This design comes from an exercise in tuning for a short achievable clock period and few clock cycles on the open sky130 flow, not from production work. Where RTL was checked, it was by simulation tests only, not by an equivalence proof against the original. No functional check of the RTL was part of run 3. Power and IR drop assume default switching activity.

===== flow/config.mk =====
export PLATFORM = sky130hd
export DESIGN_NAME = SCPU
export DESIGN_NICKNAME = SCPU
export VERILOG_FILES = /design/flow/design.v
export SDC_FILE = /design/flow/constraint.sdc
export NUM_CORES = 8
export LEC_CHECK = 0
export ABC_CLOCK_PERIOD_IN_PS = 4000
export CAP_MARGIN = 20
export CORE_MARGIN = 2
export CORE_UTILIZATION = 60
export CTS_CLUSTER_DIAMETER = 80
export CTS_CLUSTER_SIZE = 24
export PLACE_DENSITY = 0.72
export SETUP_SLACK_MARGIN = 5
export SLEW_MARGIN = 20

===== flow/standard.sh =====
#!/bin/bash
# synth_recipe.tcl (not shown) runs the flow's synth.tcl, then flattens the netlist and writes it again
# the make line also repeats each setting of config.mk as NAME=value (left out here)
make -C /OpenROAD-flow-scripts/flow DESIGN_CONFIG=/design/flow/config.mk WORK_HOME=/design/flow/orfs CLKGATE_MAP_FILE= SYNTH_SCRIPT=/design/flow/synth_recipe.tcl "${@:-finish}"

===== flow/flow/run.sh =====
#!/bin/bash
# The standard ORFS flow (the standard.sh, unchanged synthesis), except
# that timing repair aims for a slack of MARGIN ns beyond the clock period,
# so that the layout is optimised well past what the 15 ns clock needs.
set -euo pipefail
MARGIN=${MARGIN:-11}
bash standard.sh SETUP_SLACK_MARGIN=$MARGIN finish > flow_make.log 2>&1

===== flow/constraint.sdc =====
create_clock -name core_clock -period 15.0 [get_ports {clk}]
set_input_delay 3.0000 -clock core_clock [delete_from_list [all_inputs] [get_ports {clk}]]
set_output_delay 3.0000 -clock core_clock [all_outputs]
set_load 0.01 [all_outputs]

===== flow/design.v =====
module Regs(
    input clk,
    input [4:0] Rs1_addr,
    input [4:0] Rs2_addr,
    input [4:0] Wt_addr,
    input [31:0] Wt_data,
    input RegWrite,
    output [31:0] Rs1_data,
    output [31:0] Rs2_data
    );
    reg [31:0] r [1:31];
    assign Rs1_data = (Rs1_addr == 5'd0) ? 32'b0 : r[Rs1_addr];
    assign Rs2_data = (Rs2_addr == 5'd0) ? 32'b0 : r[Rs2_addr];
    always @(posedge clk) begin
        if (RegWrite && Wt_addr != 5'd0)
            r[Wt_addr] <= Wt_data;
    end
endmodule
`timescale 1ns / 1ps
module SCPU(
    input clk,
    input rst,
    input [31:0] inst_in,
    input [31:0] Data_in,
    output [3:0] RAM_mask,
    output [31:0] Data_out,
    output [31:0] Addr_out,
    output        MemWrite,
    output [31:0] PC_out
    );
reg  [31:0] PC_o, PC_n, Addr_n;
wire [31:0] PC = ~PC_n;
reg         d_valid, d_bp;
reg  [31:0] d_inst, d_pc;
reg  [3:0]  bt_v;
reg  [1:0]  bt_ptr;
reg  [31:2] bt_pc [0:3];
reg  [31:2] bt_tg [0:3];
reg         e_kill;                      
reg  [31:0] e_rs1v, e_rs2v, e_sv, e_kval, e_altpc;    
reg  [4:0]  e_rd;
reg  [1:0]  e_w;
reg         e_we, e_load, e_store, e_lu, e_kn, e_skip1, e_jalr;
reg         e_fa_m, e_fb_m, e_fs_m;
reg         s_add, s_sub, s_sll, s_sr, s_sra, s_slt, s_sltu, s_xor, s_or, s_and, s_k;
reg  [3:0]  f_eq, f_ne, f_lt, f_ge, f_ltu, f_geu;    
reg  [31:0] m_res;
reg  [4:0]  m_rd;
reg         m_we, m_load;
reg  [2:0]  m_f3;
reg         m_store;
reg  [31:0] m_sdata;
reg  [3:0]  m_mask;
reg  [31:0] w_val;
reg  [4:0]  w_rd;
reg         w_we;
assign PC_out   = PC_o;
assign Addr_out = ~Addr_n;
assign MemWrite = m_store;
assign Data_out = m_sdata;
assign RAM_mask = m_mask;
reg [31:0] m_ld;
always @(*) begin
    case (m_f3)
        3'd0: case (m_res[1:0])
                2'd0: m_ld = {{24{Data_in[7]}},  Data_in[7:0]};
                2'd1: m_ld = {{24{Data_in[15]}}, Data_in[15:8]};
                2'd2: m_ld = {{24{Data_in[23]}}, Data_in[23:16]};
                default: m_ld = {{24{Data_in[31]}}, Data_in[31:24]};
              endcase
        3'd1: m_ld = m_res[1] ? {{16{Data_in[31]}}, Data_in[31:16]} : {{16{Data_in[15]}}, Data_in[15:0]};
        3'd4: case (m_res[1:0])
                2'd0: m_ld = {24'b0, Data_in[7:0]};
                2'd1: m_ld = {24'b0, Data_in[15:8]};
                2'd2: m_ld = {24'b0, Data_in[23:16]};
                default: m_ld = {24'b0, Data_in[31:24]};
              endcase
        3'd5: m_ld = m_res[1] ? {16'b0, Data_in[31:16]} : {16'b0, Data_in[15:0]};
        default: m_ld = Data_in;
    endcase
end
wire ex_we    = e_we & ~e_kill;
wire ex_load  = e_load & ~e_kill;
wire ex_store = e_store & ~e_kill;
wire ex_jalr  = e_jalr & ~e_kill;
wire [4:0] d_opc = d_inst[6:2];
wire [4:0] d_rs1 = d_inst[19:15];
wire [4:0] d_rs2 = d_inst[24:20];
wire [4:0] d_rd  = d_inst[11:7];
wire [2:0] d_f3  = d_inst[14:12];
wire is_lui   = d_opc == 5'b01101;
wire is_auipc = d_opc == 5'b00101;
wire is_jal   = d_opc == 5'b11011;
wire is_jalr  = d_opc == 5'b11001;
wire is_br    = d_opc == 5'b11000;
wire is_load  = d_opc == 5'b00000;
wire is_store = d_opc == 5'b01000;
wire is_opimm = d_opc == 5'b00100;
wire is_op    = d_opc == 5'b01100;
wire is_alu   = is_op | is_opimm;
wire uses1 = is_jalr | is_br | is_load | is_store | is_alu;
wire uses2 = is_br | is_store | is_op;
wire d_we  = (is_lui | is_auipc | is_jal | is_jalr | is_load | is_alu) & (d_rd != 5'd0);
wire [31:0] immI = {{20{d_inst[31]}}, d_inst[31:20]};
wire [31:0] immS = {{20{d_inst[31]}}, d_inst[31:25], d_inst[11:7]};
wire [31:0] immB = {{19{d_inst[31]}}, d_inst[31], d_inst[7], d_inst[30:25], d_inst[11:8], 1'b0};
wire [31:0] immU = {d_inst[31:12], 12'b0};
wire [31:0] immJ = {{11{d_inst[31]}}, d_inst[31], d_inst[19:12], d_inst[20], d_inst[30:21], 1'b0};
wire [31:0] tgt_b = d_pc + immB;
wire [31:0] tgt_j = d_pc + immJ;
wire [31:0] tgt_u = {d_pc[31:12] + d_inst[31:12], d_pc[11:0]};
wire [31:0] d_tgt = is_jal ? tgt_j : tgt_b;    
wire [31:0] d_pc4 = d_pc + 32'd4;
wire [31:0] rf1, rf2;
Regs U1(
    .clk(clk),
    .Rs1_addr(d_rs1),
    .Rs2_addr(d_rs2),
    .Wt_addr(w_rd),
    .Wt_data(w_val),
    .RegWrite(w_we),
    .Rs1_data(rf1),
    .Rs2_data(rf2)
);
wire [31:0] m_val = m_load ? m_ld : m_res;
wire [31:0] d_rs1v = (m_we && m_rd == d_rs1) ? m_val : (w_we && w_rd == d_rs1) ? w_val : rf1;
wire [31:0] d_rs2v = (m_we && m_rd == d_rs2) ? m_val : (w_we && w_rd == d_rs2) ? w_val : rf2;
wire stall = d_valid & ex_load &
             ((uses1 & e_rd == d_rs1) | (uses2 & e_rd == d_rs2));
wire d_pred = is_br & d_inst[31];
wire fa_m = ex_we & (e_rd == d_rs1);
wire fa_w = m_we & (m_rd == d_rs1);    
wire fb_m = ex_we & (e_rd == d_rs2);
wire want_br = is_jal | d_pred;
wire jf_ok = is_jalr & ((fa_m & e_kn) | (~fa_m & fa_w & ~m_load));
wire [31:0] jf_sum = (fa_m ? e_kval : m_res) + immI;
wire want = want_br | jf_ok;
wire [31:0] id_target = jf_ok ? {jf_sum[31:1], 1'b0} : want_br ? d_tgt : d_pc4;
wire id_go  = d_valid & ~stall & (d_bp ? ~want_br : want);
wire bt_ins = d_valid & ~stall & ~d_bp & want_br;
reg         bt_hit;
reg  [31:2] bt_tgt;
integer bi;
always @(*) begin
    bt_hit = 1'b0;
    bt_tgt = 30'b0;
    for (bi = 0; bi < 4; bi = bi + 1)
        if (bt_v[bi] && bt_pc[bi] == PC[31:2]) begin
            bt_hit = 1'b1;
            bt_tgt = bt_tgt | bt_tg[bi];
        end
end
wire [31:0] i_next = bt_hit ? {bt_tgt, 2'b00} : PC + 32'd4;
wire [31:0] ea = e_fa_m ? m_res : e_rs1v;
wire [31:0] eb = e_fb_m ? m_res : e_rs2v;
wire [31:0] bop = eb;
wire [31:0] es = e_fs_m ? m_res : e_sv;      
wire [31:0] sum  = ea + bop;
wire [31:0] dif  = ea - eb;
wire        slt  = $signed(ea) < $signed(bop);
wire        sltu = ea < bop;
wire [31:0] sll  = ea << bop[4:0];
wire [32:0] sra_in = {s_sra & ea[31], ea};
wire [32:0] sr33 = $signed(sra_in) >>> bop[4:0];
wire [31:0] srx  = sr33[31:0];
wire [31:0] alu = ({32{s_add}}  & sum)
                | ({32{s_sub}}  & dif)
                | ({32{s_sll}}  & sll)
                | ({32{s_sr}}   & srx)
                | ({32{s_xor}}  & (ea ^ bop))
                | ({32{s_or}}   & (ea | bop))
                | ({32{s_and}}  & (ea & bop))
                | ({32{s_k}}    & e_kval)
                | {31'b0, (s_slt & slt) | (s_sltu & sltu)};
wire [31:0] av [0:1];
wire [31:0] bv [0:1];
assign av[0] = e_rs1v; assign av[1] = m_res;
assign bv[0] = e_rs2v; assign bv[1] = m_res;
wire [3:0] p_eq, p_lt, p_ltu;
genvar gi, gj;
generate
    for (gi = 0; gi < 2; gi = gi + 1) begin : ga
        for (gj = 0; gj < 2; gj = gj + 1) begin : gb
            assign p_eq[gi*2+gj]  = av[gi] == bv[gj];
            assign p_lt[gi*2+gj]  = $signed(av[gi]) < $signed(bv[gj]);
            assign p_ltu[gi*2+gj] = av[gi] < bv[gj];
        end
    end
endgenerate
wire x_cond = ~e_kill & (|((f_eq & p_eq) | (f_ne & ~p_eq) | (f_lt & p_lt) |
                           (f_ge & ~p_lt) | (f_ltu & p_ltu) | (f_geu & ~p_ltu)));
wire skip_ok = e_skip1 & d_valid & ~d_bp;
wire [31:0] jt = sum;
wire x_squash    = x_cond & skip_ok;
wire x_redirect  = (x_cond & ~skip_ok) | ex_jalr;
wire id_redirect = id_go & ~x_cond & ~ex_jalr;
wire [31:0] sdata = (e_w == 2'd0) ? {4{es[7:0]}} :
                    (e_w == 2'd1) ? {2{es[15:0]}} : es;
wire [3:0]  smask = (e_w == 2'd0) ? (4'b0001 << sum[1:0]) :
                    (e_w == 2'd1) ? (sum[1] ? 4'b1100 : 4'b0011) : 4'b1111;
wire [31:0] pc_nc = ex_jalr ? {jt[31:1], 1'b0} :
                    stall   ? PC :
                    id_go   ? id_target : i_next;
wire        dv_nc = ~ex_jalr & (stall ? d_valid : ~id_go);
wire [31:0] pc_c  = skip_ok ? i_next : e_altpc;
wire [31:0] pc_next = x_cond ? pc_c : pc_nc;
wire [2:0] bf = d_pred ? {d_f3[2:1], ~d_f3[0]} : d_f3;    
wire       v_in = d_valid & ~stall;
wire       vb = v_in & is_br;
wire [3:0] pair = {fa_m & fb_m, fa_m & ~fb_m, ~fa_m & fb_m, ~fa_m & ~fb_m};
wire       d_bimm = ~(is_op | is_br);
wire       alu_add = (is_alu & d_f3 == 3'd0 & ~(is_op & d_inst[30])) | is_load | is_store;
always @(posedge clk or posedge rst) begin
    if (rst) begin
        PC_o    <= 32'b0;
        PC_n    <= 32'hffffffff;
        d_valid <= 1'b0;
        bt_v    <= 4'b0;
        bt_ptr  <= 2'b0;
        e_kill  <= 1'b0;
        e_we    <= 1'b0;
        e_load  <= 1'b0;
        e_store <= 1'b0;
        e_jalr  <= 1'b0;
        f_eq    <= 4'b0;
        f_ne    <= 4'b0;
        f_lt    <= 4'b0;
        f_ge    <= 4'b0;
        f_ltu   <= 4'b0;
        f_geu   <= 4'b0;
        m_store <= 1'b0;
        m_we    <= 1'b0;
        w_we    <= 1'b0;
    end else begin
        PC_o    <= pc_next;
        PC_n    <= ~pc_next;
        if (bt_ins) begin
            bt_v[bt_ptr] <= 1'b1;
            bt_ptr <= bt_ptr + 2'd1;
        end
        d_valid <= x_cond ? skip_ok : dv_nc;
        e_kill  <= x_cond | ex_jalr;
        e_we    <= v_in & d_we;
        e_load  <= v_in & is_load;
        e_store <= v_in & is_store;
        e_jalr  <= v_in & is_jalr & ~jf_ok & ~d_bp;
        f_eq    <= {4{vb & (bf == 3'd0)}} & pair;
        f_ne    <= {4{vb & (bf == 3'd1)}} & pair;
        f_lt    <= {4{vb & (bf == 3'd4)}} & pair;
        f_ge    <= {4{vb & (bf == 3'd5)}} & pair;
        f_ltu   <= {4{vb & (bf == 3'd6)}} & pair;
        f_geu   <= {4{vb & (bf == 3'd7)}} & pair;
        m_we    <= ex_we;
        m_store <= ex_store;
        w_we    <= m_we;
    end
end
always @(posedge clk) begin
    if (!stall) begin
        d_inst <= inst_in;
        d_pc   <= PC;
        d_bp   <= bt_hit;
    end
    if (bt_ins) begin
        bt_pc[bt_ptr] <= d_pc[31:2];
        bt_tg[bt_ptr] <= d_tgt[31:2];
    end
    e_rs1v  <= d_rs1v;
    e_rs2v  <= d_bimm ? (is_store ? immS : immI) : d_rs2v;
    e_sv    <= d_rs2v;
    e_kval  <= is_lui ? immU : is_auipc ? tgt_u : d_pc4;
    e_altpc <= (is_br & ~d_inst[31]) ? tgt_b : d_pc4;
    e_rd    <= d_rd;
    e_w     <= d_f3[1:0];
    e_lu    <= d_f3[2];
    e_fa_m  <= fa_m;
    e_fb_m  <= fb_m & ~d_bimm;
    e_fs_m  <= fb_m;
    s_add   <= alu_add;
    s_sub   <= is_op & d_f3 == 3'd0 & d_inst[30];
    s_sll   <= is_alu & d_f3 == 3'd1;
    s_slt   <= is_alu & d_f3 == 3'd2;
    s_sltu  <= is_alu & d_f3 == 3'd3;
    s_xor   <= is_alu & d_f3 == 3'd4;
    s_sr    <= is_alu & d_f3 == 3'd5;
    s_sra   <= d_inst[30];
    s_or    <= is_alu & d_f3 == 3'd6;
    s_and   <= is_alu & d_f3 == 3'd7;
    s_k     <= is_lui | is_auipc | is_jal | is_jalr;
    e_kn    <= is_lui | is_auipc | is_jal | is_jalr;
    e_skip1 <= is_br & (immB == 32'd8);
    m_res   <= alu;
    Addr_n  <= ~alu;
    m_rd    <= e_rd;
    m_load  <= e_load;
    m_f3    <= {e_lu, e_w};
    m_sdata <= sdata;
    m_mask  <= smask;
    w_val   <= m_load ? m_ld : m_res;
    w_rd    <= m_rd;
end
endmodule

==> results of run 1 <==
-- area by class of cell --
cell class	count	share of cell area, %
antenna	9	0.02118
clock buffer	118	2.386
clock inverter	43	0.6732
inverter	321	1.208
multi-input combinational	4863	42.25
sequential	1734	45.56
tap	2044	2.406
timing repair buffer	591	5.438
timing repair inverter	5	0.05885
-- flip-flops by register name, indices dropped and copies added, names as in the netlist, 32 cells and up, named ones only --
| signal | flops |
|---|---|
| U1.r | 992 |
| bt_pc | 120 |
| bt_tg | 120 |
| Addr_n | 32 |
| PC_o | 32 |
| d_pc | 32 |
| e_altpc | 32 |
| e_kval | 32 |
| e_rs1v | 32 |
| e_rs2v | 32 |
| e_sv | 32 |
| m_res | 32 |
| m_sdata | 32 |
| w_val | 32 |
-- cell usage after synthesis, types with 18 or more instances --
| library cell | instances |
|---|---|
| and3_1 | 34 |
| dfstp_2 | 32 |
| a211o_1 | 21 |
| nor3_1 | 83 |
| nor2_1 | 520 |
| o21bai_1 | 36 |
| o31ai_1 | 30 |
| nand2_1 | 560 |
| xnor2_1 | 139 |
| nand4_1 | 106 |
| ha_1 | 289 |
| edfxtp_1 | 1295 |
| buf_1 | 78 |
| a22oi_1 | 92 |
| o21a_1 | 54 |
| mux2_2 | 73 |
| mux4_2 | 542 |
| nor4_1 | 25 |
| a221o_1 | 20 |
| o221ai_1 | 18 |
| nand3_1 | 107 |
| mux2i_1 | 228 |
| inv_1 | 314 |
| o211a_1 | 18 |
| a22o_1 | 31 |
| a211oi_1 | 179 |
| xor2_1 | 200 |
| a221oi_1 | 66 |
| a31oi_1 | 38 |
| clkbuf_1 | 368 |
| o21ai_0 | 336 |
| nor2b_1 | 25 |
| dfrtp_1 | 68 |
| or3_1 | 31 |
| nand2b_1 | 29 |
| dfxtp_1 | 339 |
| buf_2 | 45 |
| a21o_1 | 96 |
| o211ai_1 | 73 |
| o22ai_1 | 18 |
| a21oi_1 | 472 |
| and2_1 | 24 |
-- worst paths after layout --
check | startpoint | end | cells past startpoint
max | d_inst[15] | PC_o[26] | 18
max reg2reg | d_inst[15] | PC_o[26] | 18
min in group asynchronous | rst | PC_o[10] | 2
min | e_lu | m_f3[2] | 0
max in group asynchronous | rst | e_kill | 3
min reg2reg | e_lu | m_f3[2] | 0
-- kinds of logic after synthesis --
family | count (synthesis)
compound gates | 1752
xor+xnor | 339
fa+ha+maj | 295
buf+inv | 829
flops | 1734
mux | 844
simple gates | 1633
-- power groups by stage --
| stage | Clock (mW) | Sequential (mW) | Combinational (mW) |
|---|---|---|---|
| finish | 3.09 | 6.54 | 4.76 |
| global route | 3.23 | 6.55 | 4.93 |
| CTS | 3.08 | 6.49 | 4.38 |
| detailed placement | 0 | 6.62 | 3.98 |
| global placement | 0 | 6.60 | 3.94 |
| floorplan | 0 | 6.16 | 2.57 |
-- what timing repair did --
item,in CTS,in global routing
endpoints found under the setup margin,709,401
pin swaps,143,152
endpoints found under the hold margin,0,0
resized for setup,1024,339
cloned,22,2
setup buffers,179,77
-- metrics by stage --
step / power, mW / util (%) / instances
after global placement: 10.54 / 63.00 / 9274
after detailed placement: 10.60 / 63.03 / 9277
after global routing: 14.71 / 69.16 / 9720
final: 14.39 / 69.18 / 9728
after floorplan: 8.731 / - / 7426
after CTS: 13.95 / 67.79 / 9639
-- worst max-delay path: stages, from the launching register on --
cell      delay (ns)
edfxtp_1        0.53
xnor2_4         0.20
nand3_2         0.10
or2_4           0.39
inv_16          0.11
mux2i_2         0.23
nand2b_4        0.17
fa_2            0.22
nand2b_4        0.13
a21oi_4         0.07
o31ai_4         0.33
a211oi_2        0.14
or3_1           0.38
a31oi_1         0.21
xor2_1          0.36
o311ai_1        0.15
or3_4           0.38
a221oi_4        0.37
a21oi_1         0.08
-- routing by layer --
layer / share of wire (%) / wire [um] / vias up
met3: 14 / 49320 / 1249
li1: - / - / 28900
met2: 43 / 154300 / 5461
met1: 35 / 122600 / 35030
met4: 8.0 / 28460 / 24
met5: 0.046 / 164 / -
==> flow_summary.json, run 1 <==
{
  "path_max_fanout": 6,
  "grtUsageMet3_pct": 13.38,
  "overflow": 0,
  "status": "finished clean",
  "drtIter0Drc": 10100,
  "netlist_instances": 7426,
  "yosys.area_share.adder_pct": 4.032,
  "fill_cells": 10690,
  "layout_commonest_cell": "edfxtp_1",
  "core-area_sq_mm": 0.1537,
  "ir_drop_uv": 175.9,
  "drive_gt1_share_pct": 26.55,
  "drc_errors": 0,
  "grt-busiest-layer": "met2",
  "grt_pass1_vias": 67680,
  "syn_area_per_cell_sq_um": 12.48,
  "place_congestion": 1.086,
  "synthSimpleGateAreaFrac_pct": 8.090,
  "power_leakage_nw": 38.43,
  "dieHeight_um": 397.0,
  "clockPowerShare_pct": 21.5,
  "switching_share_pct": 37.77,
  "synth_ff_type": "edfxtp_1",
  "ys_seq_area_share_pct": 52.04,
  "grt_use_met2_pct": 65.41,
  "relSlewSlack_pct": 20.12,
  "hold_viol_final": 0,
  "netlist_area_sq_mm": 0.09266,
  "nets": 7972,
  "synthTopCellsByArea": "edfxtp_1 (42%), mux4_2 (13%), dfxtp_1 (7.3%)",
  "htree_levels": 3,
  "ant_nets": 0,
  "start_util_pct": 60.29,
  "cts-root-buf": "clkbuf_16",
  "via_count": 70660,
  "setup_viol_count_final": 0,
  "synth_compound_area_share_pct": 12.59,
  "end_kind": "flip-flop",
  "avgViaCountPerCell": 7.264,
  "cts_sinks": 1734,
  "powerDensity_mw_per_mm2": 135.3,
  "maxSlewViolCount": 0,
  "r2r_slack_ns": 10.29,
  "finalSetupTns_ns": 0,
  "fin_area_sq_mm": 0.1063,
  "routedWlPerCell_um": 36.48,
  "placed_cell_area_sq_mm": 0.09687,
  "clk_latency_ns": 0.81,
  "worstSetupPathType": "reg -> reg",
  "detailedPlace.worstSlack_ns": 9.061,
  "fmaxAchievable_mhz": 212.3,
  "synth_xor_area_share_pct": 3.204,
  "area_growth_pct": 14.74,
  "fin_hold_ws_ns": 0.3486,
  "fin_crit_ns": 4.710,
  "synth.mux.area_fraction_pct": 16.54,
  "cts_buffers": 95,
  "period_share_pct": 31.40,
  "synth_top_area_share_pct": 41.97,
  "switching_power_mw": 5.435,
  "ys_types": 106,
  "mostFrequentLayoutCells": "edfxtp_1 (1295), nand2_1 (544), mux4_2 (542), nor2_1 (467), a21oi_1 (397)",
  "dp_hpwl_um": 231700,
  "syn-num-nets": 7787,
  "cts_tree": "built",
  "die_area_sq_mm": 0.1576,
  "fp.dieW_um": 397.0,
  "startpoint_type": "flip-flop",
  "fp-row-count": 144,
  "worstHoldPathType": "reg -> reg",
  "first_pass_iters": 9,
  "cap_violations": 0,
  "finClkSkew_ns": 0.07921,
  "seqPwrFrac_pct": 45.4,
  "synth_seq_cells": 1734,
  "worstMarginPinSlew_ns": 1.186,
  "yosys.area.top_type": "edfxtp_1",
  "cts_buffer_depth": 3,
  "routed_wl_um": 354900,
  "rsz0062_at_grt": "true",
  "grt.total_usage_pct": 44.50,
  "io_buffers": 164,
  "cp_data_arrival_time_ns": 5.36,
  "grt_start_max_net_pins": 150,
  "regArea_sq_mm": 0.04844,
  "synth_edf_count": 1295,
  "combPwrFrac_pct": 33.1,
  "cp.required_ns": 15.65,
  "holdBufCountCts": 0,
  "clkTransAtPathRegs_ns": 0.10,
  "multi_input_area_sq_mm": 0.04492,
  "finalWorstSetupSlack_ns": 10.29,
  "async_flop_share_pct": 5.767,
  "synth_top_family_by_area": "multiplexers",
  "gr-usage-met1_pct": 57.99,
  "antenna_found_initial": 19,
  "pin_count": 167,
  "p_int_mw": 8.953,
  "grt_pass1_wl_um": 495900,
  "yosysWarnings": 2
}
Testbench counts, summed over its fixed seeds: cycles 60,095.
==> run 2: changes to the inputs <==
--- a/flow/design.v
+++ b/flow/design.v
@@ -30,4 +30,5 @@
     );
-reg  [31:0] PC_o, PC_n, Addr_n;
-wire [31:0] PC = ~PC_n;
+reg  [31:0] PC_o, PC_i, Addr_n;
+reg         r0;
+wire [31:0] PC = r0 ? 32'b0 : PC_i;
 reg         d_valid, d_bp;
@@ -116,4 +117,4 @@
     .clk(clk),
-    .Rs1_addr(d_rs1),
-    .Rs2_addr(d_rs2),
+    .Rs1_addr(d_rs1 & {5{d_valid}}),    
+    .Rs2_addr(d_rs2 & {5{d_valid}}),
     .Wt_addr(w_rd),
@@ -215,3 +216,3 @@
         PC_o    <= 32'b0;
-        PC_n    <= 32'hffffffff;
+        r0      <= 1'b1;
         d_valid <= 1'b0;
@@ -235,3 +236,3 @@
         PC_o    <= pc_next;
-        PC_n    <= ~pc_next;
+        r0      <= 1'b0;
         if (bt_ins) begin
@@ -258,2 +259,3 @@
 always @(posedge clk) begin
+    PC_i    <= pc_next;
     if (!stall) begin
==> flow/flow/run.sh (replaced) <==
#!/bin/bash
# The standard ORFS flow (the standard.sh) with two changes to how the
# layout is optimised:
#  * adders are left to ABC as plain logic instead of the library's half/full
#    adder cells (ADDER_MAP_FILE empty), which gives shallower carry logic;
#    registers, their names and cell types are the same as in the standard
#    synthesis;
#  * timing repair aims for a slack of MARGIN ns beyond the clock period, so
#    the layout is optimised well past what the 15 ns clock needs.
set -euo pipefail
MARGIN=${MARGIN:-11}
bash standard.sh SETUP_SLACK_MARGIN=$MARGIN ADDER_MAP_FILE= finish > flow_make.log 2>&1
==> flow_summary.json, run 2 <==
{
  "synth_top_area_share_pct": 41.47,
  "finClkSkew_ns": 0.06264,
  "cpMaxStageDelayCell": "o21ai_0",
  "hold_viol_final": 0,
  "gr-usage-met1_pct": 62.14,
  "start_util_pct": 60.25,
  "setup_viol_count_final": 0,
  "ant_nets": 0,
  "synth_edf_count": 1295,
  "fp.dieW_um": 399.3,
  "crit_buf_inv": 6,
  "area_growth_pct": 19.04,
  "fmaxAchievable_mhz": 223.4,
  "drtIter0Drc": 16260,
  "synthTopCellsByCount": "edfxtp_1 (1295), nand2_1 (1238), nor2_1 (724)",
  "cp.required_ns": 15.70,
  "worstSetupPathType": "reg -> reg",
  "cts_buffers": 97,
  "antenna_found_initial": 16,
  "layout.cells.non_filler": 11650,
  "worstHoldPathType": "reg -> reg",
  "place_congestion": 1.087,
  "fin_area_sq_mm": 0.1116,
  "dp_hpwl_um": 253100,
  "io_buffers": 164,
  "via_count": 87690,
  "cpPeakStageDelay_ns": 0.92,
  "startpoint_type": "flip-flop",
  "avgViaCountPerCell": 7.528,
  "cts-root-buf": "clkbuf_16",
  "place_inst": 10940,
  "netlist_instances": 9261,
  "layout_commonest_cell": "edfxtp_1",
  "rsz0062_at_grt": "true",
  "clk_latency_ns": 0.81,
  "first_pass_iters": 14,
  "routedWlPerCell_um": 36.48,
  "cts_tree": "built",
  "cts_buffer_depth": 3,
  "overflow": 0,
  "power_mw": 17.32,
  "drive_gt1_share_pct": 22.45,
  "syn-num-nets": 9327,
  "worstMarginPinSlew_ns": 1.253,
  "grt_start_max_net_pins": 142,
  "grt_pass1_vias": 81320,
  "cts_sinks": 1725,
  "async_flop_share_pct": 4.000,
  "synth_ff_type": "edfxtp_1",
  "path_delay_family": "compound AO/OA/AOI/OAI gates",
  "path_max_fanout": 65,
  "top_regs": "U1.r x992, bt_pc x120, bt_tg x120",
  "cp_data_arrival_time_ns": 5.17,
  "postLayoutCoreUtil_pct": 71.72,
  "ys_seq_area_share_pct": 51.02,
  "cap_violations": 0,
  "grt_use_met2_pct": 71.66,
  "fp-row-count": 145,
  "period_share_pct": 29.84,
  "grt-busiest-layer": "met2",
  "top_register": "U1.r",
  "yosysWarnings": 2,
  "power_leakage_nw": 39.44,
  "yosys.area.top_type": "edfxtp_1",
  "drc_errors": 0,
  "synth_seq_cells": 1725,
  "ir_drop_uv": 135.1,
  "mostFrequentLayoutCells": "edfxtp_1 (1295), nand2_1 (1189), nor2_1 (651), buf_4 (479), a21oi_1 (465)",
  "cp_common_cell": "nand2_1",
  "htree_levels": 3,
  "die_area_sq_mm": 0.1595,
  "finalWorstSetupSlack_ns": 10.52,
  "maxSlewViolCount": 0,
  "pin_count": 167,
  "powerDensity_mw_per_mm2": 155.2,
  "synth_most_common_cell": "edfxtp_1",
  "fin_hold_ws_ns": 0.3363,
  "dieHeight_um": 399.3,
  "end_kind": "flip-flop",
  "placed_cell_area_sq_mm": 0.09742,
  "fin_crit_ns": 4.477,
  "netlist_area_sq_mm": 0.09378,
  "grt.total_usage_pct": 51.29,
  "grtUsageMet3_pct": 21.72,
  "relSlewSlack_pct": 15.69,
  "routed_wl_um": 424900,
  "grt_pass1_wl_um": 582900,
  "fill_cells": 10910,
  "synthTopCellsByArea": "edfxtp_1 (41%), dfxtp_1 (7.7%), nand2_1 (5.0%)",
  "syn_area_per_cell_sq_um": 10.13,
  "nets": 9558,
  "largest_reg_flops": 992,
  "status": "finished clean",
  "ys_types": 114,
  "detailedPlace.worstSlack_ns": 8.327,
  "finalSetupTns_ns": 0,
  "core-area_sq_mm": 0.1557,
  "critical_path.cell_chain": "buf_12 > buf_12 > buf_16 > buf_4 > buf_4 > nor2_1 > a21oi_4 > buf_6 > nand2_1 > nand2_1 > nand2_1 > o21ai_0 > o21ai_0 > a21oi_1 > a21oi_1 > o21ai_2 > or3_1",
  "clkTransAtPathRegs_ns": 0.09
}
[run 2: final cells by class]
class / instances / area [sq um] / area share (%)
Timing Repair Buffer: 889 / 9613 / 8.611
Multi-Input combinational cell: 6576 / 47200 / 42.28
Clock inverter: 43 / 658.1 / 0.5895
Antenna cell: 14 / 35.03 / 0.03138
Sequential cell: 1725 / 48020 / 43.01
Tap cell: 2058 / 2575 / 2.307
Inverter: 203 / 838.3 / 0.7509
Clock buffer: 140 / 2701 / 2.420
[run 2: cells by family (layout without fill, tap and decap cells)]
group	count (synthesis)	in the layout	share of synthesized area, %
and+or+nand+nor	2885	2892	13.77
AOI/OAI and AO/OA	2585	2586	18.27
DFF	1725	1725	51.02
buffers and inverters	972	1275	4.143
muxes	571	575	7.776
xor gates and xnor gates	422	422	3.941
adders and majority gates	100	100	1.077
other	1	15	0.003999
[run 2: worst reg2reg max path: cells and delay by family, from the launching register on]
family	cells	cell delay, ns
compound gates	6	2.06
buf+inv	6	1.06
simple gates	5	0.88
flops	1	0.42
[run 2: final timing paths]
| path | startpoint | end | slack [ns] | cells past startpoint |
|---|---|---|---|---|
| setup / recovery | e_fb_m | m_res[30] | 10.52 | 17 |
| hold / removal | e_lu | m_f3[2] | 0.34 | 0 |
| setup reg to reg | e_fb_m | m_res[30] | 10.52 | 17 |
| hold reg to reg | e_lu | m_f3[2] | 0.34 | 0 |
| max in group asynchronous | rst | d_valid | 11.59 | 3 |
| min in group asynchronous | rst | m_store | 2.78 | 3 |
[run 2: report_power, final]
part / internal [mW] / switching [mW]
clock network: 1.40 / 1.78
logic: 2.73 / 5.04
registers: 5.68 / 0.686
total: 9.81 / 7.51
[run 2: metal layers]
| metal | vias up | wire [um] |
|---|---|---|
| met5 | - | 276 |
| met4 | 20 | 43760 |
| met3 | 2473 | 71960 |
| met2 | 8503 | 171500 |
| met1 | 41520 | 137500 |
| li1 | 35170 | - |
[run 2: timing repair]
action	4_1_cts	5_1_grt
setup endpoints to repair	679	571
gates cloned	51	11
hold buffers	0	0
buffers inserted	327	121
pin swaps	198	173
gates resized for setup	1394	443
Testbench counts of run 2, summed over its fixed seeds: cycles 60,095.
==> run 3: changes to the inputs <==
--- a/flow/design.v
+++ b/flow/design.v
@@ -45,2 +45,3 @@
 reg         e_fa_m, e_fb_m, e_fs_m;
+reg         e_fa_mh, e_fb_mh;
 reg         s_add, s_sub, s_sll, s_sr, s_sra, s_slt, s_sltu, s_xor, s_or, s_and, s_k;
@@ -154,4 +155,4 @@
 wire [31:0] i_next = bt_hit ? {bt_tgt, 2'b00} : PC + 32'd4;
-wire [31:0] ea = e_fa_m ? m_res : e_rs1v;
-wire [31:0] eb = e_fb_m ? m_res : e_rs2v;
+wire [31:0] ea = {e_fa_mh ? m_res[31:16] : e_rs1v[31:16], e_fa_m ? m_res[15:0] : e_rs1v[15:0]};
+wire [31:0] eb = {e_fb_mh ? m_res[31:16] : e_rs2v[31:16], e_fb_m ? m_res[15:0] : e_rs2v[15:0]};
 wire [31:0] bop = eb;
@@ -279,2 +280,4 @@
     e_fb_m  <= fb_m & ~d_bimm;
+    e_fa_mh <= fa_m & (is_alu | is_load | is_store | is_jalr);
+    e_fb_mh <= fb_m & is_op;
     e_fs_m  <= fb_m;
==> flow_summary.json, run 3 <==
{
  "cap_violations": 1,
  "fmaxAchievable_mhz": 213.4,
  "period_share_pct": 31.25,
  "netlist_instances": 9363,
  "worstMarginPinSlew_ns": 2.129,
  "syn_area_per_cell_sq_um": 10.01,
  "via_count": 86390,
  "netlist_area_sq_mm": 0.09375,
  "fp.dieW_um": 399.3,
  "fp-row-count": 145,
  "power_mw": 11.89,
  "routed_wl_um": 402800,
  "r2r_slack_ns": 10.31,
  "cts_buffers": 99,
  "yosys.area.top_type": "edfxtp_1",
  "synth_top_area_share_pct": 41.48,
  "avgViaCountPerCell": 7.361,
  "grt_pass1_vias": 79790,
  "grt_pass1_wl_um": 551500,
  "drive_gt1_share_pct": 21.33,
  "finClkSkew_ns": 0.06753,
  "cts_tree": "built",
  "postLayoutCoreUtil_pct": 71.55,
  "rr_worst_depth": 15,
  "path_max_fanout": 6,
  "routedWlPerCell_um": 34.33,
  "synth_seq_cells": 1727,
  "top_register": "U1.r",
  "yosysWarnings": 2,
  "cts_sinks": 1727,
  "worstHoldPathType": "reg -> reg",
  "nets": 9667,
  "largest_reg_flops": 992,
  "hold_viol_final": 0,
  "hp-start": "e_lu",
  "synth_edf_count": 1295,
  "cts_buffer_depth": 3,
  "synth_ff_type": "edfxtp_1",
  "fin_crit_ns": 4.687,
  "ir_drop_uv": 132.7,
  "drc_errors": 0,
  "setup_viol_count_final": 0,
  "r2r-end": "PC_o[9]",
  "antenna_found_initial": 18,
  "synth_most_common_cell": "edfxtp_1",
  "synth.mux.area_fraction_pct": 7.913,
  "io_buffers": 164,
  "clkTransAtPathRegs_ns": 0.10,
  "overflow": 0,
  "end_kind": "flip-flop",
  "rsz0062_at_grt": "true",
  "area_growth_pct": 18.80,
  "holdPathEnd": "m_f3[2]",
  "startpoint_type": "flip-flop",
  "htree_levels": 3,
  "dieHeight_um": 399.3,
  "clk_latency_ns": 0.80,
  "first_pass_iters": 9,
  "place_congestion": 1.069,
  "layout_commonest_cell": "edfxtp_1",
  "top_regs": "U1.r x992, bt_pc x120, bt_tg x120",
  "grt_start_max_net_pins": 80,
  "ys_seq_area_share_pct": 51.07,
  "relSlewSlack_pct": -42.98,
  "synth_top_family_by_area": "compound AO/OA/AOI/OAI gates",
  "grt.total_usage_pct": 48.12,
  "dp_hpwl_um": 238800,
  "maxSlewViolCount": 3,
  "async_flop_share_pct": 3.995,
  "worstSetupPathType": "reg -> reg",
  "ys_types": 105,
  "power_leakage_nw": 40.39,
  "status": "finished with violations",
  "placed_cell_area_sq_mm": 0.09752,
  "synthSimpleGateAreaFrac_pct": 13.75,
  "cts-root-buf": "clkbuf_16",
  "die_area_sq_mm": 0.1594,
  "finalSetupTns_ns": 0,
  "mostFrequentLayoutCells": "edfxtp_1 (1295), nand2_1 (1188), nor2_1 (663), a21oi_1 (589), buf_4 (486)",
  "fin_area_sq_mm": 0.1114,
  "cp_data_arrival_time_ns": 5.38,
  "holdBufCountCts": 0,
  "cp.required_ns": 15.69,
  "ant_nets": 0,
  "synthTopCellsByCount": "edfxtp_1 (1295), nand2_1 (1242), nor2_1 (735)",
  "synthTopCellsByArea": "edfxtp_1 (41%), dfxtp_1 (7.8%), nand2_1 (5.0%)",
  "pin_count": 167,
  "holdPathStages": 0,
  "syn-num-nets": 9429,
  "yosys.area_share.adder_pct": 0.9595,
  "synth_compound_area_share_pct": 17.97,
  "powerDensity_mw_per_mm2": 106.7,
  "reg2reg_from": "e_fb_m",
  "drtIter0Drc": 14770,
  "synth_xor_area_share_pct": 4.176,
  "so_faults": "capacitance limit, slew limit",
  "start_util_pct": 60.23,
  "core-area_sq_mm": 0.1557
}
==> run 3: worst max-delay path: stages (launching register included) <==
cell and delay (ns):
dfxtp_4 0.40, buf_6 0.14, buf_16 0.14, buf_6 0.11, mux2_8 0.26, a21oi_4 0.06
o31a_1 0.33, o31a_1 0.27, buf_4 0.15, o21ai_0 0.19, a21oi_1 0.15, xnor2_1 1.61
nor2_1 0.17, a21oi_1 0.33, a211oi_4 0.09, a21oi_4 0.20
==> run 3: final cells by class <==
class | count | area [sq um]
clock buffers | 119 | 2680
repair buffers | 894 | 9742
diodes | 9 | 22.52
repair inverters | 5 | 42.54
flip-flops and latches | 1727 | 48150
well taps | 2058 | 2575
fillers | 11060 | 44280
inverters | 238 | 963.4
multi-input cells | 6636 | 46520
clock inverters | 50 | 681.9
==> run 3: how the worst max path moves through the flow <==
stage	startpoint	end	slack (ns)	cells after the start
6_report	e_fb_m	PC_o[9]	10.31	15
5_1_grt	e_fb_m	PC_o[9]	10.32	15
4_1_cts	PC_o[10]	PC_out[10]	10.58	1
3_5_place_dp	d_inst[16]	PC_o[6]	8.04	17
3_3_place_gp	d_inst[16]	PC_o[6]	8.09	17
2_1_floorplan	Data_in[31]	e_rs2v[9]	10.20	9
==> run 3: report_power, final <==
part / internal [mW] / switching (mW) / total, mW
Clock: 1.40 / 1.79 / 3.18
Sequential: 5.34 / 0.323 / 5.67
Combinational: 1.10 / 1.94 / 3.04
Total: 7.84 / 4.05 / 11.9
==> run 3: cell families (layout without fill, tap and decap cells) <==
family,after synthesis,after routing
compound gates,2604,2604
xor+xnor,447,447
other cells,1,10
buf+inv,1007,1306
mux,587,590
flops,1727,1727
fa+ha+maj,89,89
simple gates,2901,2905
==> run 3: layer usage <==
layer  up-vias  global-route usage, %  wire length [um]
li1      35260                      -                 -
met1     41270                  58.34            131100
met2      7738                  70.06            168100
met3      2109                  17.30             63670
met4        22                  36.90             39800
met5         -                      0               172
==> run 3: metrics by stage <==
stage / hold WS (ns) / cells / worst slack [ns]
2_1_floorplan: 0.3096 / 9363 / 10.20
3_3_place_gp: 0.3159 / 11040 / 8.093
3_5_place_dp: 0.3191 / 11040 / 8.039
4_1_cts: 0.3474 / 11550 / 10.58
5_1_grt: 0.3562 / 11730 / 10.32
6_report: 0.3620 / 11740 / 10.31
==> run 3: what timing repair did <==
item,4_1_cts,5_1_grt
buffers inserted,282,162
endpoints found under the setup margin,730,610
cloned,58,17
gates resized for setup,1311,524
pin swaps,187,180
==> run 4: changes to the inputs <==
--- a/flow/design.v
+++ b/flow/design.v
@@ -43,5 +43,4 @@
 reg  [1:0]  e_w;
-reg         e_we, e_load, e_store, e_lu, e_kn, e_skip1, e_jalr;
+reg         e_we, e_load, e_store, e_lu, e_kn, e_skip1, e_jalr, e_isadd;
 reg         e_fa_m, e_fb_m, e_fs_m;
-reg         e_fa_mh, e_fb_mh;
 reg         s_add, s_sub, s_sll, s_sr, s_sra, s_slt, s_sltu, s_xor, s_or, s_and, s_k;
@@ -140,4 +139,2 @@
 wire [31:0] id_target = jf_ok ? {jf_sum[31:1], 1'b0} : want_br ? d_tgt : d_pc4;
-wire id_go  = d_valid & ~stall & (d_bp ? ~want_br : want);
-wire bt_ins = d_valid & ~stall & ~d_bp & want_br;
 reg         bt_hit;
@@ -155,4 +152,4 @@
 wire [31:0] i_next = bt_hit ? {bt_tgt, 2'b00} : PC + 32'd4;
-wire [31:0] ea = {e_fa_mh ? m_res[31:16] : e_rs1v[31:16], e_fa_m ? m_res[15:0] : e_rs1v[15:0]};
-wire [31:0] eb = {e_fb_mh ? m_res[31:16] : e_rs2v[31:16], e_fb_m ? m_res[15:0] : e_rs2v[15:0]};
+wire [31:0] ea = e_fa_m ? m_res : e_rs1v;
+wire [31:0] eb = e_fb_m ? m_res : e_rs2v;
 wire [31:0] bop = eb;
@@ -195,2 +192,9 @@
 wire [31:0] jt = sum;
+wire        sum_z = ((ea ^ bop) == {ea[30:0] | bop[30:0], 1'b0});
+wire        fz_ok = is_br & (d_f3[2:1] == 2'b00) & ex_we & e_isadd &
+                    (((d_rs2 == 5'd0) & (e_rd == d_rs1)) | ((d_rs1 == 5'd0) & (e_rd == d_rs2)));
+wire        fz_t  = sum_z ^ d_f3[0];               
+wire id_go  = d_valid & ~stall & (fz_ok ? (fz_t ^ d_bp) : d_bp ? ~want_br : want);
+wire bt_ins = d_valid & ~stall & ~d_bp & (fz_ok ? fz_t : want_br);
+wire [31:0] id_tgt2 = fz_ok ? (fz_t ? d_tgt : d_pc4) : id_target;
 wire x_squash    = x_cond & skip_ok;
@@ -204,3 +208,3 @@
                     stall   ? PC :
-                    id_go   ? id_target : i_next;
+                    id_go   ? id_tgt2 : i_next;
 wire        dv_nc = ~ex_jalr & (stall ? d_valid : ~id_go);
@@ -210,3 +214,3 @@
 wire       v_in = d_valid & ~stall;
-wire       vb = v_in & is_br;
+wire       vb = v_in & is_br & ~fz_ok;
 wire [3:0] pair = {fa_m & fb_m, fa_m & ~fb_m, ~fa_m & fb_m, ~fa_m & ~fb_m};
@@ -280,6 +284,5 @@
     e_fb_m  <= fb_m & ~d_bimm;
-    e_fa_mh <= fa_m & (is_alu | is_load | is_store | is_jalr);
-    e_fb_mh <= fb_m & is_op;
     e_fs_m  <= fb_m;
     s_add   <= alu_add;
+    e_isadd <= is_alu & d_f3 == 3'd0 & ~(is_op & d_inst[30]);
     s_sub   <= is_op & d_f3 == 3'd0 & d_inst[30];
==> flow_summary.json, run 4 <==
{
  "status": "finished clean",
  "drc_errors": 0,
  "clk_latency_ns": 0.82,
  "overflow": 0,
  "ant_nets": 0,
  "synth_seq_cells": 1726,
  "synth_most_common_cell": "edfxtp_1",
  "fp-row-count": 146,
  "grt_start_max_net_pins": 145,
  "top_register": "U1.r",
  "synth_edf_count": 1295,
  "power_leakage_nw": 40.00,
  "antenna_found_initial": 35,
  "cp_common_cell": "buf_12",
  "maxSlewViolCount": 0,
  "core-area_sq_mm": 0.1587,
  "cts_buffer_depth": 3,
  "detailedPlace.worstSlack_ns": 7.942,
  "period_share_pct": 30.41,
  "dp_hpwl_um": 261700,
  "cts_buffers": 98,
  "avgViaCountPerCell": 7.581,
  "relSlewSlack_pct": 11.25,
  "startpoint_type": "flip-flop",
  "finalSetupTns_ns": 0,
  "via_count": 91000,
  "die_area_sq_mm": 0.1635,
  "switching_power_mw": 4.182,
  "powerDensity_mw_per_mm2": 105.4,
  "p_int_mw": 7.831,
  "clockPowerShare_pct": 25.9,
  "io_buffers": 164,
  "combPwrFrac_pct": 26.8,
  "netlist_area_sq_mm": 0.09616,
  "end_kind": "flip-flop",
  "place_congestion": 1.076,
  "async_flop_share_pct": 3.998,
  "cts_sinks": 1726,
  "path_max_fanout": 8,
  "fin_crit_ns": 4.561,
  "ir_drop_uv": 122.1,
  "finalWorstSetupSlack_ns": 10.44,
  "start_util_pct": 60.58,
  "htree_levels": 3,
  "fin_hold_ws_ns": 0.3771,
  "yosys.area.top_type": "edfxtp_1",
  "ys_types": 107,
  "cts-root-buf": "clkbuf_16",
  "synth_ff_type": "edfxtp_1",
  "netlist_instances": 9699,
  "syn_area_per_cell_sq_um": 9.915,
  "switching_share_pct": 34.81,
  "fmaxAchievable_mhz": 219.2,
  "yosysWarnings": 2,
  "drtIter0Drc": 16630,
  "seqPwrFrac_pct": 47.2,
  "critical_path.cell_chain": "buf_12 > buf_12 > buf_16 > and2_4 > buf_16 > buf_12 > a21oi_4 > a31oi_4 > nor4b_4 > nand4b_1 > nor4_4 > buf_4 > and3b_2 > nor2_4 > buf_12 > nand2_8 > o21ai_4 > nor2_4 > nand2_2 > nor2_4 > buf_12 > buf_12 > buf_16",
  "synth_top_area_share_pct": 40.44,
  "grt_pass1_vias": 84220,
  "cpMaxStageDelayCell": "dfxtp_4",
  "top_regs": "U1.r x992, bt_pc x120, bt_tg x120",
  "worstHoldPathType": "reg -> reg",
  "cts_tree": "built",
  "cpPeakStageDelay_ns": 0.38,
  "postLayoutCoreUtil_pct": 71.80,
  "drive_gt1_share_pct": 20.75,
  "routed_wl_um": 436700,
  "fill_cells": 11200,
  "setup_viol_count_final": 0,
  "synthTopCellsByArea": "edfxtp_1 (40%), dfxtp_1 (7.5%), nand2_1 (4.9%)",
  "first_pass_iters": 16,
  "clkTransAtPathRegs_ns": 0.09,
  "cap_violations": 0,
  "routedWlPerCell_um": 36.38,
  "dieHeight_um": 404.3,
  "pin_count": 167,
  "nets": 9920,
  "largest_reg_flops": 992,
  "worstMarginPinSlew_ns": 1.322,
  "cp_data_arrival_time_ns": 5.07,
  "synthTopCellsByCount": "edfxtp_1 (1295), nand2_1 (1249), nor2_1 (765)",
  "grt.total_usage_pct": 51.35,
  "cp.required_ns": 15.50,
  "area_growth_pct": 18.52,
  "hold_viol_final": 0,
  "finClkSkew_ns": 0.06524,
  "layout_commonest_cell": "edfxtp_1",
  "syn-num-nets": 9765,
  "worstSetupPathType": "reg -> reg",
  "rsz0062_at_grt": "true",
  "grt_pass1_wl_um": 601200,
  "mostFrequentLayoutCells": "edfxtp_1 (1295), nand2_1 (1195), nor2_1 (683), a21oi_1 (533), o21ai_0 (500)",
  "fp.dieW_um": 404.3,
  "ys_seq_area_share_pct": 49.77
}
-- run 4: changes by cell type in the layout (fill, tap and decap cells not counted), sizes merged, moves of 38 or more --
cell	delta
a21oi	-59
inv	-50
a221oi	+66
nor2b	+41
mux2	+38
o21ai	+144
mux2i	-53
-- run 4: logic make-up (layout without fill, tap and decap cells) --
family | Yosys count | after routing | share of synthesized area (%)
xor+xnor | 460 | 460 | 4.197
fa+ha+maj | 78 | 78 | 0.8236
other cells | 1 | 17 | 0.003900
compound gates | 2777 | 2777 | 18.98
simple gates | 3062 | 3075 | 14.48
buf+inv | 1027 | 1229 | 4.243
mux | 568 | 569 | 7.500
flops | 1726 | 1726 | 49.77
-- run 4: worst max-delay path, delay by kind of cell, from the launching register on --
family	cells	cell delay (ns)
AO/OA/AOI/OAI	3	0.42
buffers and inverters	10	1.51
flip-flops	1	0.38
AND/OR/NAND/NOR	10	1.94
-- run 4: power by group through the flow --
| stage | logic (mW) | registers (mW) | clock network [mW] |
|---|---|---|---|
| finish | 3.22 | 5.67 | 3.12 |
| global route | 3.26 | 5.68 | 3.23 |
| global placement | 2.44 | 5.73 | 0 |
| floorplan | 1.56 | 5.55 | 0 |
| detailed placement | 2.46 | 5.74 | 0 |
| CTS | 2.88 | 5.64 | 3.07 |
-- run 4: worst paths after layout --
| path | startpoint | cells after the start | slack [ns] | end |
|---|---|---|---|---|
| min in group asynchronous | rst | 2 | 2.44 | PC_o[0] |
| max | e_fb_m | 23 | 10.44 | bt_tg[1][14] |
| min | e_load | 0 | 0.38 | m_load |
| max in group asynchronous | rst | 3 | 11.39 | d_valid |
| min reg2reg | e_load | 0 | 0.38 | m_load |
| max reg2reg | e_fb_m | 23 | 10.44 | bt_tg[1][14] |
-- run 4: routing by layer --
layer / part of all wire (%) / GRT usage (%) / routed length, um / up-vias
li1: - / - / - / 36600
met1: 32 / 62.79 / 140200 / 43110
met2: 40 / 72.26 / 176400 / 8692
met3: 17 / 21.53 / 76130 / 2556
met4: 10 / 38.35 / 43690 / 38
met5: 0.058 / 0 / 252 / -
-- run 4: timing repair --
action | 4_1_cts | 5_1_grt
hold buffers | 0 | 0
endpoints found under the hold margin | 0 | 0
gates resized for setup | 1397 | 380
setup endpoints to repair | 725 | 560
cloned | 68 | 16
pin swaps | 198 | 153
setup buffers | 314 | 96
-- run 4: area by class of cell --
cell class,count,area (sq um),area share [%]
multi-input cells,6960,49180,43.15
flip-flops and latches,1726,48040,42.15
repair buffers,868,10060,8.824
clock buffers,120,2597,2.279
well taps,2072,2592,2.275
inverters,200,820.8,0.7202
clock inverters,41,650.6,0.5709
diodes,16,40.04,0.03513
-- run 4: through the flow --
step	area [sq um]	std cells	power, mW
detailed placement	99690	11330	8.201
floorplan	96620	9699	7.110
CTS	111200	11880	11.59
global placement	99690	11330	8.172
global route	113900	11990	12.17
finish	114000	12000	12.01
Testbench counts of run 4, summed over its fixed seeds: cycles 59,148.
==> run 5: changes to the inputs <==
--- a/flow/flow/run.sh
+++ b/flow/flow/run.sh
@@ -10,3 +10,3 @@
 set -euo pipefail
-MARGIN=${MARGIN:-11}
+MARGIN=${MARGIN:-10.6}
 bash standard.sh SETUP_SLACK_MARGIN=$MARGIN ADDER_MAP_FILE= finish > flow_make.log 2>&1
==> flow_summary.json, run 5 <==
{
  "p_int_mw": 7.674,
  "synth_top_area_share_pct": 40.44,
  "fp.dieW_um": 404.3,
  "pin_count": 167,
  "antenna_found_initial": 24,
  "holdPathEnd": "w_rd[2]",
  "powerDensity_mw_per_mm2": 107.1,
  "area_growth_pct": 13.67,
  "cpMaxStageDelayCell": "mux2i_1",
  "holdPathStages": 0,
  "fmaxAchievable_mhz": 219.8,
  "first_pass_iters": 10,
  "start_util_pct": 60.58,
  "regArea_sq_mm": 0.04799,
  "via_count": 88780,
  "yosys.area.top_type": "edfxtp_1",
  "largest_reg_flops": 992,
  "syn_area_per_cell_sq_um": 9.915,
  "synth_most_common_cell": "edfxtp_1",
  "netlist_instances": 9699,
  "period_share_pct": 30.33,
  "r2r-end": "PC_i[10]",
  "setup_viol_count_final": 0,
  "cp_data_arrival_time_ns": 5.18,
  "fin_crit_ns": 4.550,
  "hold_viol_final": 0,
  "drtIter0Drc": 14910,
  "htree_levels": 3,
  "async_flop_share_pct": 3.998,
  "finClkSkew_ns": 0.07024,
  "avgViaCountPerCell": 7.535,
  "ys_seq_area_share_pct": 49.77,
  "clockPowerShare_pct": 26.8,
  "nets": 9698,
  "syn-num-nets": 9765,
  "cts_buffers": 98,
  "io_buffers": 164,
  "path_delay_family": "compound AO/OA/AOI/OAI gates",
  "cpPeakStageDelay_ns": 0.83,
  "grt.total_usage_pct": 49.12,
  "cp_common_cell": "buf_16",
  "synth_seq_cells": 1726,
  "fp-row-count": 146,
  "end_kind": "flip-flop",
  "ant_nets": 0,
  "cts_buffer_depth": 3,
  "seqPwrFrac_pct": 48.3,
  "ir_drop_uv": 136.1,
  "status": "finished clean",
  "overflow": 0,
  "worstMarginPinSlew_ns": 1.280,
  "combPwrFrac_pct": 25.0,
  "dp_hpwl_um": 264600,
  "netlist_area_sq_mm": 0.09616,
  "relSlewSlack_pct": 14.05,
  "synth_ff_type": "edfxtp_1",
  "startpoint_type": "flip-flop",
  "routedWlPerCell_um": 35.67,
  "top_register": "U1.r",
  "place_congestion": 1.049,
  "cts_tree": "built",
  "critical_path.cell_chain": "buf_12 > buf_16 > mux2i_1 > nand2_1 > xnor2_1 > nor2_1 > and4b_2 > and3b_2 > o311a_4 > a41o_4 > buf_6 > buf_16 > nand3_1 > o221ai_2 > a221o_2",
  "maxSlewViolCount": 0,
  "routed_wl_um": 420300,
  "ys_types": 107,
  "worstSetupPathType": "reg -> reg",
  "grt_pass1_wl_um": 578400,
  "core-area_sq_mm": 0.1587,
  "layout_commonest_cell": "edfxtp_1",
  "drive_gt1_share_pct": 15.89,
  "synth_edf_count": 1295,
  "r2r_slack_ns": 10.45,
  "fill_cells": 11700,
  "worstHoldPathType": "reg -> reg",
  "multi_input_area_sq_mm": 0.04757,
  "clk_latency_ns": 0.83,
  "switching_share_pct": 34.48,
  "yosysWarnings": 2,
  "synthTopCellsByCount": "edfxtp_1 (1295), nand2_1 (1249), nor2_1 (765)",
  "path_depth": 15,
  "power_leakage_nw": 38.00,
  "die_area_sq_mm": 0.1635,
  "cts-root-buf": "clkbuf_16",
  "cts_sinks": 1726,
  "crit_buf_inv": 4,
  "holdBufCountCts": 0,
  "switching_power_mw": 4.038,
  "cp.required_ns": 15.63,
  "grt_pass1_vias": 81890,
  "finalSetupTns_ns": 0,
  "mostFrequentLayoutCells": "edfxtp_1 (1295), nand2_1 (1218), nor2_1 (706), a21oi_1 (566), o21ai_0 (536)",
  "path_max_fanout": 17,
  "hp-start": "m_rd[2]",
  "grt_start_max_net_pins": 155,
  "synthTopCellsByArea": "edfxtp_1 (40%), dfxtp_1 (7.5%), nand2_1 (4.9%)",
  "cap_violations": 0,
  "rr_worst_depth": 15,
  "dieHeight_um": 404.3,
  "clkTransAtPathRegs_ns": 0.10,
  "rsz0062_at_grt": "true",
  "drc_errors": 0,
  "power_mw": 11.71,
  "reg2reg_from": "e_fa_m",
  "top_regs": "U1.r x992, bt_pc x120, bt_tg x120"
}
[run 5: cell counts after synthesis]
No cell type changed its count.
[run 5: layout make-up]
cell class | instances | area share [%]
antenna | 11 | 0.02518
clock buffer | 117 | 2.357
clock inverter | 51 | 0.6696
inverter | 200 | 0.7600
multi-input combinational | 6948 | 43.52
sequential | 1726 | 43.90
tap | 2072 | 2.372
timing repair buffer | 658 | 6.396
[run 5: stage by stage]
stage	util (%)	hold WS, ns	worst slack [ns]	cells	instance area [sq um]
after floorplan	-	0.3096	9.958	9699	96540
after global placement	62.83	0.3566	8.175	11350	99730
after detailed placement	62.83	0.3617	8.127	11350	99730
after CTS	67.17	0.3801	10.48	11650	106600
after global routing	68.84	0.3801	10.38	11770	109300
final	68.86	0.3795	10.45	11780	109300
[run 5: worst max path at each step]
stage,start,end,slack [ns]
finish,e_fa_m,PC_i[10],10.45
global route,d_inst[14],e_kval[30],10.38
CTS,e_fb_m,PC_o[31],10.48
detailed placement,e_fa_m,bt_tg[0][16],8.13
global placement,e_fa_m,bt_tg[0][16],8.18
floorplan,e_fb_m,bt_pc[2][0],9.96
[run 5: worst reg2reg max path: cells and delay by family, from the launching register on]
kind	cells	cell delay (ns)
AO/OA/AOI/OAI	4	1.26
buffers and inverters	4	0.66
flip-flops	1	0.37
AND/OR/NAND/NOR	5	1.02
multiplexers	1	0.87
XOR/XNOR	1	0.23
[run 5: what timing repair did]
| action | CTS | global route |
|---|---|---|
| setup endpoints to repair | 648 | 416 |
| pin swaps | 69 | 109 |
| buffers inserted | 115 | 97 |
| gates resized for setup | 715 | 367 |
| cloned | 23 | 21 |
[run 5: per-layer routing]
layer	global-route usage (%)	share of wire [%]
met5	0	0.030
met4	35.48	9.5
met3	16.76	16
met2	70.72	41
met1	61.72	33
[run 5: cell families (layout without fill, tap and decap cells)]
logic type               count (synthesis)  in the layout  synth area share (%)
flip-flops                            1726           1726                 49.77
adder cells (fa/ha/maj)                 78             78                0.8236
buffers and inverters                 1027           1026                 4.243
multiplexers                           568            568                 7.500
other                                    1             12              0.003900
XOR/XNOR                               460            460                 4.197
AO/OA/AOI/OAI                         2777           2777                 18.98
AND/OR/NAND/NOR                       3062           3064                 14.48
[run 5: power groups by stage]
stage | Sequential, mW | Clock [mW] | Combinational (mW)
after global placement | 5.73 | 0 | 2.45
after global routing | 5.66 | 3.26 | 2.97
after detailed placement | 5.74 | 0 | 2.47
after CTS | 5.63 | 3.10 | 2.63
final | 5.65 | 3.13 | 2.92
after floorplan | 5.55 | 0 | 1.55
==> run 6: changes to the inputs <==
--- a/flow/flow/run.sh
+++ b/flow/flow/run.sh
@@ -10,3 +10,3 @@
 set -euo pipefail
-MARGIN=${MARGIN:-10.6}
+MARGIN=${MARGIN:-11}
 bash standard.sh SETUP_SLACK_MARGIN=$MARGIN ADDER_MAP_FILE= finish > flow_make.log 2>&1
--- a/flow/config.mk
+++ b/flow/config.mk
@@ -11,4 +11,2 @@
 export CORE_UTILIZATION = 60
-export CTS_CLUSTER_DIAMETER = 80
-export CTS_CLUSTER_SIZE = 24
 export PLACE_DENSITY = 0.72
==> flow_summary.json, run 6 <==
{
  "status": "finished clean",
  "routed_wl_um": 442300,
  "io_buffers": 164,
  "htree_levels": 4,
  "top_regs": "U1.r x992, bt_pc x120, bt_tg x120",
  "yosysWarnings": 2,
  "power_leakage_nw": 41.35,
  "worstMarginPinSlew_ns": 1.428,
  "ys_types": 107,
  "finClkSkew_ns": 0.08234,
  "postLayoutCoreUtil_pct": 73.45,
  "top_register": "U1.r",
  "synth_most_common_cell": "edfxtp_1",
  "place_inst": 11330,
  "cpPeakStageDelay_ns": 0.45,
  "cap_violations": 0,
  "fin_crit_ns": 4.598,
  "clk_latency_ns": 0.89,
  "synth_xor_area_share_pct": 4.197,
  "cpMaxStageDelayCell": "dfxtp_4",
  "rr_worst_depth": 23,
  "fin_area_sq_mm": 0.1166,
  "clkTransAtPathRegs_ns": 0.07,
  "synth_top_family_by_area": "compound AO/OA/AOI/OAI gates",
  "layout_commonest_cell": "edfxtp_1",
  "syn-num-nets": 9765,
  "antenna_found_initial": 24,
  "core-area_sq_mm": 0.1587,
  "ant_nets": 0,
  "worstHoldPathType": "reg -> reg",
  "period_share_pct": 30.65,
  "hp-start": "e_load",
  "drtIter0Drc": 17400,
  "holdPathStages": 0,
  "async_flop_share_pct": 3.998,
  "synth_ff_type": "edfxtp_1",
  "synth_edf_count": 1295,
  "largest_reg_flops": 992,
  "rsz0062_at_grt": "true",
  "yosys.area_share.adder_pct": 0.8236,
  "crit_buf_inv": 11,
  "first_pass_iters": 16,
  "critical_path.cell_chain": "buf_16 > buf_12 > clkinvlp_4 > buf_12 > buf_4 > o22ai_1 > a211oi_4 > xnor2_1 > o211a_1 > and4b_2 > and3b_2 > nor2_4 > buf_12 > nand2_8 > o21ai_4 > nor2_4 > buf_6 > nand2_4 > nor2_4 > buf_12 > buf_6 > buf_6 > buf_16",
  "synth_seq_cells": 1726,
  "pin_count": 167,
  "netlist_area_sq_mm": 0.09616,
  "path_max_fanout": 8,
  "grt_pass1_wl_um": 605300,
  "relSlewSlack_pct": 4.082,
  "cts_sinks": 1726,
  "maxSlewViolCount": 0,
  "startpoint_type": "flip-flop",
  "cts_buffer_depth": 3,
  "cp_data_arrival_time_ns": 5.16,
  "place_congestion": 1.076,
  "grt.total_usage_pct": 51.63,
  "holdBufCountCts": 0,
  "avgViaCountPerCell": 7.582,
  "via_count": 92180,
  "drc_errors": 0,
  "synthSimpleGateAreaFrac_pct": 14.48,
  "holdPathEnd": "m_load",
  "syn_area_per_cell_sq_um": 9.915,
  "placed_cell_area_sq_mm": 0.09969,
  "grt_pass1_vias": 85510,
  "drive_gt1_share_pct": 21.57,
  "ys_seq_area_share_pct": 49.77,
  "cp.required_ns": 15.56,
  "die_area_sq_mm": 0.1635,
  "ir_drop_uv": 153.8,
  "routedWlPerCell_um": 36.38,
  "cp_common_cell": "buf_12",
  "grt_start_max_net_pins": 145,
  "dieHeight_um": 404.3,
  "finalSetupTns_ns": 0,
  "overflow": 0,
  "synth.mux.area_fraction_pct": 7.500,
  "synth_compound_area_share_pct": 18.98,
  "cts_tree": "built",
  "r2r-end": "bt_pc[1][13]",
  "powerDensity_mw_per_mm2": 116.5,
  "hold_viol_final": 0,
  "worstSetupPathType": "reg -> reg",
  "netlist_instances": 9699,
  "start_util_pct": 60.58,
  "reg2reg_from": "e_fb_m",
  "synth_top_area_share_pct": 40.44,
  "setup_viol_count_final": 0,
  "area_growth_pct": 21.26,
  "end_kind": "flip-flop",
  "fp.dieW_um": 404.3,
  "layout.cells.non_filler": 12160,
  "fp-row-count": 146,
  "mostFrequentLayoutCells": "edfxtp_1 (1295), nand2_1 (1196), nor2_1 (688), a21oi_1 (531), o21ai_0 (499)",
  "path_delay_family": "buffers and inverters",
  "fmaxAchievable_mhz": 217.5,
  "synthTopCellsByArea": "edfxtp_1 (40%), dfxtp_1 (7.5%), nand2_1 (4.9%)",
  "power_mw": 13.58,
  "synthTopCellsByCount": "edfxtp_1 (1295), nand2_1 (1249), nor2_1 (765)",
  "r2r_slack_ns": 10.40,
  "nets": 9980,
  "cts-root-buf": "clkbuf_16",
  "dp_hpwl_um": 261700,
  "cts_buffers": 179,
  "yosys.area.top_type": "edfxtp_1"
}
run 6: cell counts after synthesis:
Identical to the previous run, type by type.
run 6: worst max-delay path by stage:
stage                from           end  slack (ns)  depth (start not counted)
3_3_place_gp   d_inst[19]      PC_o[22]        8.02                         16
4_1_cts          PC_o[17]    PC_out[17]       10.53                          1
6_report           e_fb_m  bt_pc[1][13]       10.40                         23
2_1_floorplan      e_fb_m   bt_pc[2][0]        9.96                         15
5_1_grt                r0      PC_o[31]       10.38                         16
3_5_place_dp   d_inst[19]      PC_o[22]        7.94                         16
run 6: what timing repair did:
action | CTS | global route
setup buffers | 282 | 108
gates cloned | 67 | 16
setup endpoints to repair | 725 | 562
resized for setup | 1367 | 410
pin swaps | 190 | 160
run 6: cells by family after synthesis:
family          Yosys count
compound gates         2777
mux                     568
other cells               1
fa+ha+maj                78
simple gates           3062
buf+inv                1027
xor+xnor                460
flops                  1726
run 6: area by class of cell:
cell class,instances,area [sq um]
multi-input combinational,6964,49220
sequential,1726,48050
fill,10740,42140
timing repair buffer,843,9748
clock buffer,220,4808
tap,2072,2592
clock inverter,119,1331
inverter,200,817.0
antenna,14,35.03
run 6: metrics by stage:
| stage | setup WS [ns] | hold WS, ns |
|---|---|---|
| detailed placement | 7.942 | 0.3544 |
| CTS | 10.53 | 0.3704 |
| global route | 10.38 | 0.3886 |
| global placement | 8.018 | 0.3530 |
| floorplan | 9.958 | 0.3096 |
| finish | 10.40 | 0.3703 |
run 6: metal layers:
layer	vias to the layer above	global-route usage, %	share of wire, %
met5	-	0.2081	0.045
met4	26	38.24	9.9
met3	2612	21.62	17
met2	9013	73.19	41
met1	43730	62.79	32
li1	36800	-	-
run 6: report_power, final:
group | leakage [nW] | total [mW] | internal, mW | switching (mW)
clock network | 3.00 | 4.68 | 2.62 | 2.06
registers | 16.0 | 5.68 | 5.34 | 0.340
logic | 22.3 | 3.22 | 1.12 | 2.10

==> static timing again, ports no longer ideal <==
No port has a modelled driver above. Below, the same layouts with a new extraction and two added sets of constraints.
Step 1 assumes that a clkbuf_16 drives the clock port and a buf_2 every other input.
Step 2 adds t to the input delays and takes it off the output delays; t is the mean of the earliest and latest rising clock arrival at the registers after step 1. Input paths then give back, and output paths get back, about the clock's delay inside the block.
a / b / c = no drivers / after step 1 / after step 2; a / b = the first two.
run	t (ns)	slack for setup (ns)	worst setup path at the end	pins driven straight from the clock port
run 1	0.859	10.290 / 10.290 / 9.885	input to register	1
run 2	0.879	10.523 / 10.523 / 9.911	input to register	1
run 3	0.856	10.313 / 10.313 / 9.764	input to register	1
run 4	0.885	10.439 / 10.439 / 9.935	input to register	1
run 5	0.897	10.450 / 10.450 / 9.838	input to register	1
run 6	0.940	10.402 / 10.402 / 9.894	input to register	1
